Context: an optimization exercise on an open-source flow, tuned for small area, a short achievable clock period and few clock cycles per item. The choices shown serve that exercise and are no tape-out recipe.
In this exercise RTL edits were held to simulation tests only and were not proved equivalent to the original.

## flow/run.sh

```bash
#!/bin/bash
# synth_recipe.tcl (not shown) runs the flow's synth.tcl, then flattens the netlist and writes it again
# the make line also repeats each setting of config.mk as NAME=value (left out here)
make -C /OpenROAD-flow-scripts/flow DESIGN_CONFIG=/design/flow/config.mk WORK_HOME=/design/flow/orfs CLKGATE_MAP_FILE= SYNTH_SCRIPT=/design/flow/synth_recipe.tcl finish
```

## flow/config.mk

```make
export PLATFORM = sky130hd
export DESIGN_NAME = dct8x8_top
export DESIGN_NICKNAME = dct8x8_top
export VERILOG_FILES = /design/flow/design.v
export SDC_FILE = /design/flow/constraint.sdc
export NUM_CORES = 4
export LEC_CHECK = 0
export CAP_MARGIN = 20
export CORE_MARGIN = 2
export CORE_UTILIZATION = 40
export SLEW_MARGIN = 20
```

## flow/constraint.sdc

```tcl
create_clock -name core_clock -period 10.0 [get_ports {clk}]
set_input_delay 2.0000 -clock core_clock [delete_from_list [all_inputs] [get_ports {clk}]]
set_output_delay 2.0000 -clock core_clock [all_outputs]
set_load 0.01 [all_outputs]
```

## flow/design.v

```verilog
module dct8x8_cal_pq #(
    parameter IW = 8
)(
    input  [8*IW-1:0]     din,
    output [8*(IW+2)-1:0] qout
);
wire signed [IW-1:0] i0 = din[0*IW +: IW];
wire signed [IW-1:0] i1 = din[1*IW +: IW];
wire signed [IW-1:0] i2 = din[2*IW +: IW];
wire signed [IW-1:0] i3 = din[3*IW +: IW];
wire signed [IW-1:0] i4 = din[4*IW +: IW];
wire signed [IW-1:0] i5 = din[5*IW +: IW];
wire signed [IW-1:0] i6 = din[6*IW +: IW];
wire signed [IW-1:0] i7 = din[7*IW +: IW];
wire signed [IW:0] p0 = i0 + i7;
wire signed [IW:0] p1 = i3 - i4;
wire signed [IW:0] p2 = i1 + i6;
wire signed [IW:0] p3 = i2 - i5;
wire signed [IW:0] p4 = i2 + i5;
wire signed [IW:0] p5 = i1 - i6;
wire signed [IW:0] p6 = i3 + i4;
wire signed [IW:0] p7 = i0 - i7;
wire signed [IW+1:0] q0 =  p0       +  p6;
wire signed [IW+1:0] q1 =  p1       - (p7 >>> 2);
wire signed [IW+1:0] q2 =  p2       +  p4;
wire signed [IW+1:0] q3 =  p3       + (p5 >>> 2);
wire signed [IW+1:0] q4 =  p2       -  p4;
wire signed [IW+1:0] q5 = (p3 >>> 2) -  p5;
wire signed [IW+1:0] q6 =  p0       -  p6;
wire signed [IW+1:0] q7 = (p1 >>> 2) +  p7;
assign qout = {q7, q6, q5, q4, q3, q2, q1, q0};
endmodule
module dct8x8_cal_t #(
    parameter QW = 10,
    parameter OW = 11
)(
    input  [8*QW-1:0] qin,
    output [8*OW-1:0] tout
);
wire signed [QW-1:0] q0 = qin[0*QW +: QW];
wire signed [QW-1:0] q1 = qin[1*QW +: QW];
wire signed [QW-1:0] q2 = qin[2*QW +: QW];
wire signed [QW-1:0] q3 = qin[3*QW +: QW];
wire signed [QW-1:0] q4 = qin[4*QW +: QW];
wire signed [QW-1:0] q5 = qin[5*QW +: QW];
wire signed [QW-1:0] q6 = qin[6*QW +: QW];
wire signed [QW-1:0] q7 = qin[7*QW +: QW];
wire signed [OW-1:0] t0 =  q0 + q2;
wire signed [OW-1:0] t1 =  q3 - q5 + q7 + (q7 >>> 1);
wire signed [OW-1:0] t2 = (q4 >>> 1) + q6;
wire signed [OW-1:0] t3 = -q1 - q3 - (q3 >>> 1) + q7;
wire signed [OW-1:0] t4 =  q0 - q2;
wire signed [OW-1:0] t5 =  q1 + q5 + (q5 >>> 1) + q7;
wire signed [OW-1:0] t6 = -q4 + (q6 >>> 1);
wire signed [OW-1:0] t7 = -q1 - (q1 >>> 1) + q3 + q5;
assign tout = {t7, t6, t5, t4, t3, t2, t1, t0};
endmodule
module dct8x8_cal #(
    parameter IW = 8,
    parameter OW = 11
)(
    input  [8*IW-1:0] dct8x8_cal_data_in,
    output [8*OW-1:0] dct8x8_cal_data_out
);
wire [8*(IW+2)-1:0] q;
dct8x8_cal_pq #(.IW(IW)) u_pq (.din(dct8x8_cal_data_in), .qout(q));
dct8x8_cal_t #(.QW(IW+2), .OW(OW)) u_t (.qin(q), .tout(dct8x8_cal_data_out));
endmodule
module dct8x8_buf_ctrl(
    input            clk,
    input            rst_n,
    input            in_valid,
    output wire      in_ready,
    output wire      out_valid,
    input            out_ready,
    output reg       m,
    output wire [3:0] en
);
reg [1:0] n;
reg [3:0] v;
wire exit_ok = ~v[3] | out_ready;
wire step    = exit_ok & in_valid;
assign in_ready  = exit_ok;
assign out_valid = v[3];
assign en[0] = exit_ok & (in_valid | (n == 2'd0));
assign en[1] = exit_ok & (in_valid | (n <= 2'd1));
assign en[2] = exit_ok & (in_valid | (n <= 2'd2));
assign en[3] = exit_ok;
always @(posedge clk or negedge rst_n) begin
    if (~rst_n) begin
        m <= 1'b0;
        n <= 2'd0;
        v <= 4'd0;
    end else if (step) begin
        n <= n + 2'd1;
        if (n == 2'd3) begin
            m <= ~m;
            v <= 4'b1111;
        end else begin
            v <= {v[2:0], 1'b1};
        end
    end else if (exit_ok) begin
        case (n)
            2'd0: v <= {v[2:0], 1'b0};
            2'd1: v <= {v[2:1], 1'b0, v[0]};
            2'd2: v <= {v[2], 1'b0, v[1:0]};
            default: v <= {1'b0, v[2:0]};
        endcase
    end
end
endmodule
module dct8x8_buf_data #(
    parameter W = 11
)(
    input              clk,
    input              m,           
    input  [3:0]       en,          
    input  [8*W-1:0]   in_a,
    input  [8*W-1:0]   in_b,
    output [8*W-1:0]   out_a,
    output [8*W-1:0]   out_b
);
reg  [W-1:0] s [0:63];
genvar i, j;
generate
for (i = 0; i < 8; i = i + 1) begin : g_row
    for (j = 0; j < 8; j = j + 1) begin : g_col
        wire [W-1:0] src_h = (i >= 2) ? s[(i-2)*8+j] : ((i == 0) ? in_a[j*W +: W] : in_b[j*W +: W]);
        wire [W-1:0] src_v = (j >= 2) ? s[i*8+j-2]   : ((j == 0) ? in_a[i*W +: W] : in_b[i*W +: W]);
        wire         ce    = m ? en[j/2] : en[i/2];
        always @(posedge clk)
            if (ce) s[i*8+j] <= m ? src_v : src_h;
    end
end
for (i = 0; i < 8; i = i + 1) begin : g_out
    localparam integer SR = 6 - (i & 6) + (i & 1);
    assign out_a[i*W +: W] = m ? s[SR*8+6] : s[6*8+SR];
    assign out_b[i*W +: W] = m ? s[SR*8+7] : s[7*8+SR];
end
endgenerate
endmodule
module dct8x8_buf_top #(
    parameter W = 11
)(
    input            clk,
    input            rst_n,
    input            in_valid,
    output wire      in_ready,
    input  [8*W-1:0] in_a,
    input  [8*W-1:0] in_b,
    output wire      out_valid,
    input            out_ready,
    output [8*W-1:0] out_a,
    output [8*W-1:0] out_b
);
wire       m;
wire [3:0] en;
dct8x8_buf_ctrl u_ctrl (
    .clk(clk), .rst_n(rst_n),
    .in_valid(in_valid), .in_ready(in_ready),
    .out_valid(out_valid), .out_ready(out_ready),
    .m(m), .en(en)
);
dct8x8_buf_data #(.W(W)) u_data (
    .clk(clk), .m(m), .en(en),
    .in_a(in_a), .in_b(in_b),
    .out_a(out_a), .out_b(out_b)
);
endmodule
module dct8x8_top#(parameter DATA_WIDTH  =  8)
(
input                               clk               ,
input                               rst_n             ,
input                               dct8x8_top_vld_i  ,
input  wire [DATA_WIDTH*16-1:0]     dct8x8_top_data_i ,
output wire                         dct8x8_top_rdy_i  ,
output wire                         dct8x8_top_vld_o  ,
output wire [(DATA_WIDTH+8)*16-1:0] dct8x8_top_data_o ,
input                               dct8x8_top_rdy_o
);
localparam ZW = 11;    
localparam QW = 13;    
localparam YW = 14;    
reg  [127:0] r0_data;
reg          r0_vld;
reg  [127:0] sk_data;
reg          sk_vld;
wire         tp1_in_ready;
wire r0_free = ~r0_vld | tp1_in_ready;
wire accept  = dct8x8_top_vld_i & ~sk_vld;
assign dct8x8_top_rdy_i = ~sk_vld;
always @(posedge clk or negedge rst_n) begin
    if (~rst_n) begin
        r0_vld <= 1'b0;
        sk_vld <= 1'b0;
    end else begin
        if (r0_free)
            r0_vld <= sk_vld | accept;
        sk_vld <= ~r0_free & (sk_vld | accept);
    end
end
always @(posedge clk) begin
    if (r0_free)
        r0_data <= sk_vld ? sk_data : dct8x8_top_data_i;
    if (~sk_vld)
        sk_data <= dct8x8_top_data_i;
end
wire [8*ZW-1:0] za, zb;
dct8x8_cal #(.IW(8), .OW(ZW)) u_row0 (.dct8x8_cal_data_in(r0_data[63:0]),   .dct8x8_cal_data_out(za));
dct8x8_cal #(.IW(8), .OW(ZW)) u_row1 (.dct8x8_cal_data_in(r0_data[127:64]), .dct8x8_cal_data_out(zb));
wire            tp1_out_valid;
wire            p1_ready;
wire [8*ZW-1:0] ca, cb;      
dct8x8_buf_top #(.W(ZW)) u_tp1 (
    .clk(clk), .rst_n(rst_n),
    .in_valid(r0_vld), .in_ready(tp1_in_ready),
    .in_a(za), .in_b(zb),
    .out_valid(tp1_out_valid), .out_ready(p1_ready),
    .out_a(ca), .out_b(cb)
);
wire [8*QW-1:0] qa_w, qb_w;
dct8x8_cal_pq #(.IW(ZW)) u_col0_pq (.din(ca), .qout(qa_w));
dct8x8_cal_pq #(.IW(ZW)) u_col1_pq (.din(cb), .qout(qb_w));
reg  [8*QW-1:0] qa, qb;
reg             p1_vld;
wire            tp2_in_ready;
assign p1_ready = ~p1_vld | tp2_in_ready;
always @(posedge clk or negedge rst_n) begin
    if (~rst_n)
        p1_vld <= 1'b0;
    else if (p1_ready)
        p1_vld <= tp1_out_valid;
end
always @(posedge clk) begin
    if (p1_ready) begin
        qa <= qa_w;
        qb <= qb_w;
    end
end
wire [8*YW-1:0] ya, yb;      
dct8x8_cal_t #(.QW(QW), .OW(YW)) u_col0_t (.qin(qa), .tout(ya));
dct8x8_cal_t #(.QW(QW), .OW(YW)) u_col1_t (.qin(qb), .tout(yb));
wire [8*YW-1:0] ya_p, yb_p;
genvar e;
generate
for (e = 0; e < 8; e = e + 1) begin : g_perm_in
    localparam integer SE = 6 - (e & 6) + (e & 1);
    assign ya_p[e*YW +: YW] = ya[SE*YW +: YW];
    assign yb_p[e*YW +: YW] = yb[SE*YW +: YW];
end
endgenerate
wire [8*YW-1:0] oa, ob;
dct8x8_buf_top #(.W(YW)) u_tp2 (
    .clk(clk), .rst_n(rst_n),
    .in_valid(p1_vld), .in_ready(tp2_in_ready),
    .in_a(ya_p), .in_b(yb_p),
    .out_valid(dct8x8_top_vld_o), .out_ready(dct8x8_top_rdy_o),
    .out_a(oa), .out_b(ob)
);
generate
for (e = 0; e < 8; e = e + 1) begin : g_out
    localparam integer SE = 6 - (e & 6) + (e & 1);
    assign dct8x8_top_data_o[16*e +: 16]       = {{2{oa[SE*YW+YW-1]}}, oa[SE*YW +: YW]};
    assign dct8x8_top_data_o[128 + 16*e +: 16] = {{2{ob[SE*YW+YW-1]}}, ob[SE*YW +: YW]};
end
endgenerate
endmodule
```

==> summary.txt <==
Setup Buffers After CTS: 0
Hold Path End: sk_data[59]$_DFF_P_
Cts hold-fix bufs: 0
Post-Syn Area: 132700 µm²
Worst path top cell family by delay: compound AO/OA/AOI/OAI gates
Worst Path Max Fanout: 7
Half-perimeter wire length after placement: 252500 µm
Total Routing Usage GR: 0.1869
Kind of critical path: reg2reg
Register bit total from synthesis: 2077
Tightest Pin Transition: 1.176 ns
Num CTS Buffers: 226
CTS resizes: 0
Chip width: 579.9 µm
Fmax: 133.4 MHz
Layout area overhead: 12.26%
Buffers added on ports: 389
Most common flop cell mapped by yosys: edfxtp_1
Final design utilization: 0.4510
Worst hold-check path type: reg2reg
M2 GR Usage: 0.3123
Max-Cap Viols: 0
Placed cell count: 15.65k
H-tree Lvls: 4
1st-iter DRT viols: 4190
Max Buffers Root-to-Sink: 4
WL final: 318100 µm
Area of the die: 336300 µm²
Row cnt: 211
Outcome: no timing/DRC/antenna violations
Vias: 80.03k
Fillers: 29.69k
FF-to-FF setup slack: 2.50 ns
Worst r2r src: r0_data[66]$_DFFE_PP_
WP data required: 10.60 ns
Final min period: 7.497 ns
Cell mode on critical path: ha_1
Met1 Use GR: 0.2609
Worst R2R End: u_tp1.u_data.s[15][10]$_DFFE_PP_
Top Usage Layer GRT: met2
Pin count of the biggest net entering global routing: 169
Core Region: 330300 µm²
Pins Over Slew Limit: 0
Synth Net Count: 12.78k
Total number of yosys warnings: 6
Layout net count: 13.11k
Hold path depth: 1
RSZ-0062 raised after global routing: no
Worst-skew pair later-pin latency: 0.91 ns
Root Driver: clkbuf_16
Initial Util: 0.4017
Remaining Overflow, GRT: 0
Syn Area/Cell: 11.86 µm²
CTS tree: yes
Layout Cells excl Fill: 16.07k
Slowest CP cell: a2111oi_0
Clock Sinks: 2077
Most instantiated cells after synthesis: edfxtp_1, mux2_2, inv_1
Vias/cell: 4.979
Most numerous cell in the Yosys netlist: edfxtp_1
M3 GR Usage: 0.01769
Initial antenna violation count: 3
Top-area cell type share of the netlist area: 0.4372
# IOs: 390
CP Cell Sequence: ha_1 > o211a_1 > o21a_1 > o21ai_0 > nand2_1 > ha_1 > a21o_1 > o31a_1 > a2111oi_0 > nor3_1 > nor2_1 > fa_1 > fa_1 > inv_1 > ha_1 > a21oi_1 > o21ai_0 > a21o_1 > a21oi_1 > xnor3_1 > nand2_1 > or4_1 > and3_1
Bufs and invs on worst path: 1
Critical path launch point type: register
Router iterations before antenna repair: 8
Post-synth EDFFs: 1932
Post-synth ARST share: 0.008185
Routed Antenna Nets: 0
Ranking of synthesized cells by area: edfxtp_1, mux2_2, ha_1, fa_1, inv_1
CTS clk-pin slew, worst paths: 0.06 ns
Gpl congestion: 0.9236
Worst reg2reg path depth: 23
Die height: 579.9 µm
CP max stage delay: 0.68 ns
Setup tns final: 0 ns
Final period util: 0.7497
Sequential share of the synthesized area: 0.4598
Final hold violations: 0
Share of layout cells above drive strength 1: 0.1741
Area leader, netlist: edfxtp_1
Clock skew: 0.06581 ns
CP endpoint kind: register
Yosys cell types: 81
Vias in the first global route: 82.32k
Relative slew margins: 0.2088
Average wire per standard cell: 19.79 µm
Setup violations, final: 0
Post-Syn Instances: 11.19k
Global-route wire length before repair: 493300 µm
Arr. time, crit path: 8.10 ns
Hold_sp: sk_data[59]$_DFF_P_
DR DRC count: 0
through the flow:
step	area (µm²)	worst slack, ns	hold slack (ns)
finish	149000	2.503	0.4712
floorplan	132700	1.520	0.4258
global placement	141400	2.455	0.4569
global route	149000	1.946	0.4846
detailed placement	141400	2.467	0.4593
CTS	149000	2.431	0.4731
state kept, by name, summed over array words and instances, names as in the netlist:
name            flops
p1_vld              1
u_tp2.u_ctrl.v      4
u_tp1.u_ctrl.v      4
u_tp2.u_ctrl.m      1
u_tp1.u_ctrl.m      1
qb                102
sk_data           128
r0_data           128
sk_vld              1
u_tp2.u_data.s    896
u_tp1.u_ctrl.n      2
r0_vld              1
u_tp1.u_data.s    704
u_tp2.u_ctrl.n      2
qa                102
cells by family (layout without fill, tap and decap cells):
kind of cell | count (synthesis) | count (layout) | share of synthesized area
AOI/OAI and AO/OA | 1757 | 1757 | 0.08058
xor gates and xnor gates | 807 | 807 | 0.05389
adders and majority gates | 1466 | 1466 | 0.1621
buffers and inverters | 1777 | 2296 | 0.05129
DFF | 2077 | 2077 | 0.4598
muxes | 1654 | 1654 | 0.1394
other | 0 | 1 | 0
and+or+nand+nor | 1649 | 1649 | 0.05302
layer usage:
| metal | share of wire | wire (µm) |
|---|---|---|
| met3 | 0.031 | 9857 |
| met2 | 0.47 | 148200 |
| met5 | 0 | 0 |
| met1 | 0.48 | 152400 |
| met4 | 0.024 | 7649 |
final cells by class:
type	instances	area [µm²]	area share
Clock inverter	129	1366	0.009173
Multi-Input combinational cell	7333	65150	0.4373
Timing Repair Buffer	456	4469	0.03000
Antenna cell	1	2.502	0.00001680
Tap cell	4366	5463	0.03667
Inverter	1420	5340	0.03585
Clock buffer	291	6156	0.04133
Sequential cell	2077	61010	0.4096
worst max-delay path by stage:
stage                                start  slack (ns)  cells past startpoint                                to
detailed placement   r0_data[66]$_DFFE_PP_        2.47                     23  u_tp1.u_data.s[15][10]$_DFFE_PP_
global placement     r0_data[64]$_DFFE_PP_        2.46                     28  u_tp1.u_data.s[15][10]$_DFFE_PP_
CTS                  r0_data[66]$_DFFE_PP_        2.43                     23  u_tp1.u_data.s[15][10]$_DFFE_PP_
floorplan                 dct8x8_top_rdy_o        1.52                      5   u_tp1.u_data.s[16][0]$_DFFE_PP_
global route        r0_data[121]$_DFFE_PP_        1.95                     24  u_tp1.u_data.s[15][10]$_DFFE_PP_
finish               r0_data[66]$_DFFE_PP_        2.50                     23  u_tp1.u_data.s[15][10]$_DFFE_PP_
placed cells by master (no fill, tap or decap), drive strengths merged, types with 11 or more instances in the layout:
cell              n
edfxtp         1932
mux2           1550
inv            1433
ha             1041
nand2           708
a21oi           620
xnor2           579
nor2            577
o21ai           426
fa              422
clkdlybuf4s50   389
clkbuf          291
xor2            222
o21bai          221
a21o            140
dfxtp           128
mux2i           104
a21boi           97
nor2b            89
clkinv           87
o31ai            82
nor3             74
nand2b           68
buf              67
or3              34
and3             30
o21a             22
o211ai           21
or2              19
a31oi            18
bufinv           17
dfrtp            17
nand3            13
a2111oi          13
clkinvlp         12
a211oi           12
a22oi            11
Testbench counts, summed over its fixed seeds: cycles 2,128, items 512.

-- what the ideal ports hide --
The flow's constraints put no driver on any port. The routed layout listed below was extracted and timed again, unchanged, in two steps. Step 1 (the two cells are an assumption about what drives the block):
set clk [get_ports {clk}]
set_driving_cell -lib_cell sky130_fd_sc_hd__clkbuf_16 $clk
set_driving_cell -lib_cell sky130_fd_sc_hd__buf_2 [delete_from_list [all_inputs] $clk]
Step 2 adds t to the input delays and takes it off the output delays; t is the mean of the earliest and latest rising clock arrival at the registers after step 1. Input paths then give back, and output paths get back, about the clock's delay inside the block. a / b / c = no drivers / after step 1 / after step 2; a / b = the first two.
shift t [ns]: 0.978
setup slack, ns: 2.503 / 2.503 / 2.503
clock arrival spread, ns: 0.084 / 0.083
pins driven straight from the clock port: 1
After both steps setup and hold are still met in this run. For this run, drivers alone change the setup slack by 0.000 ns; drivers and shift together by 0.000 ns.
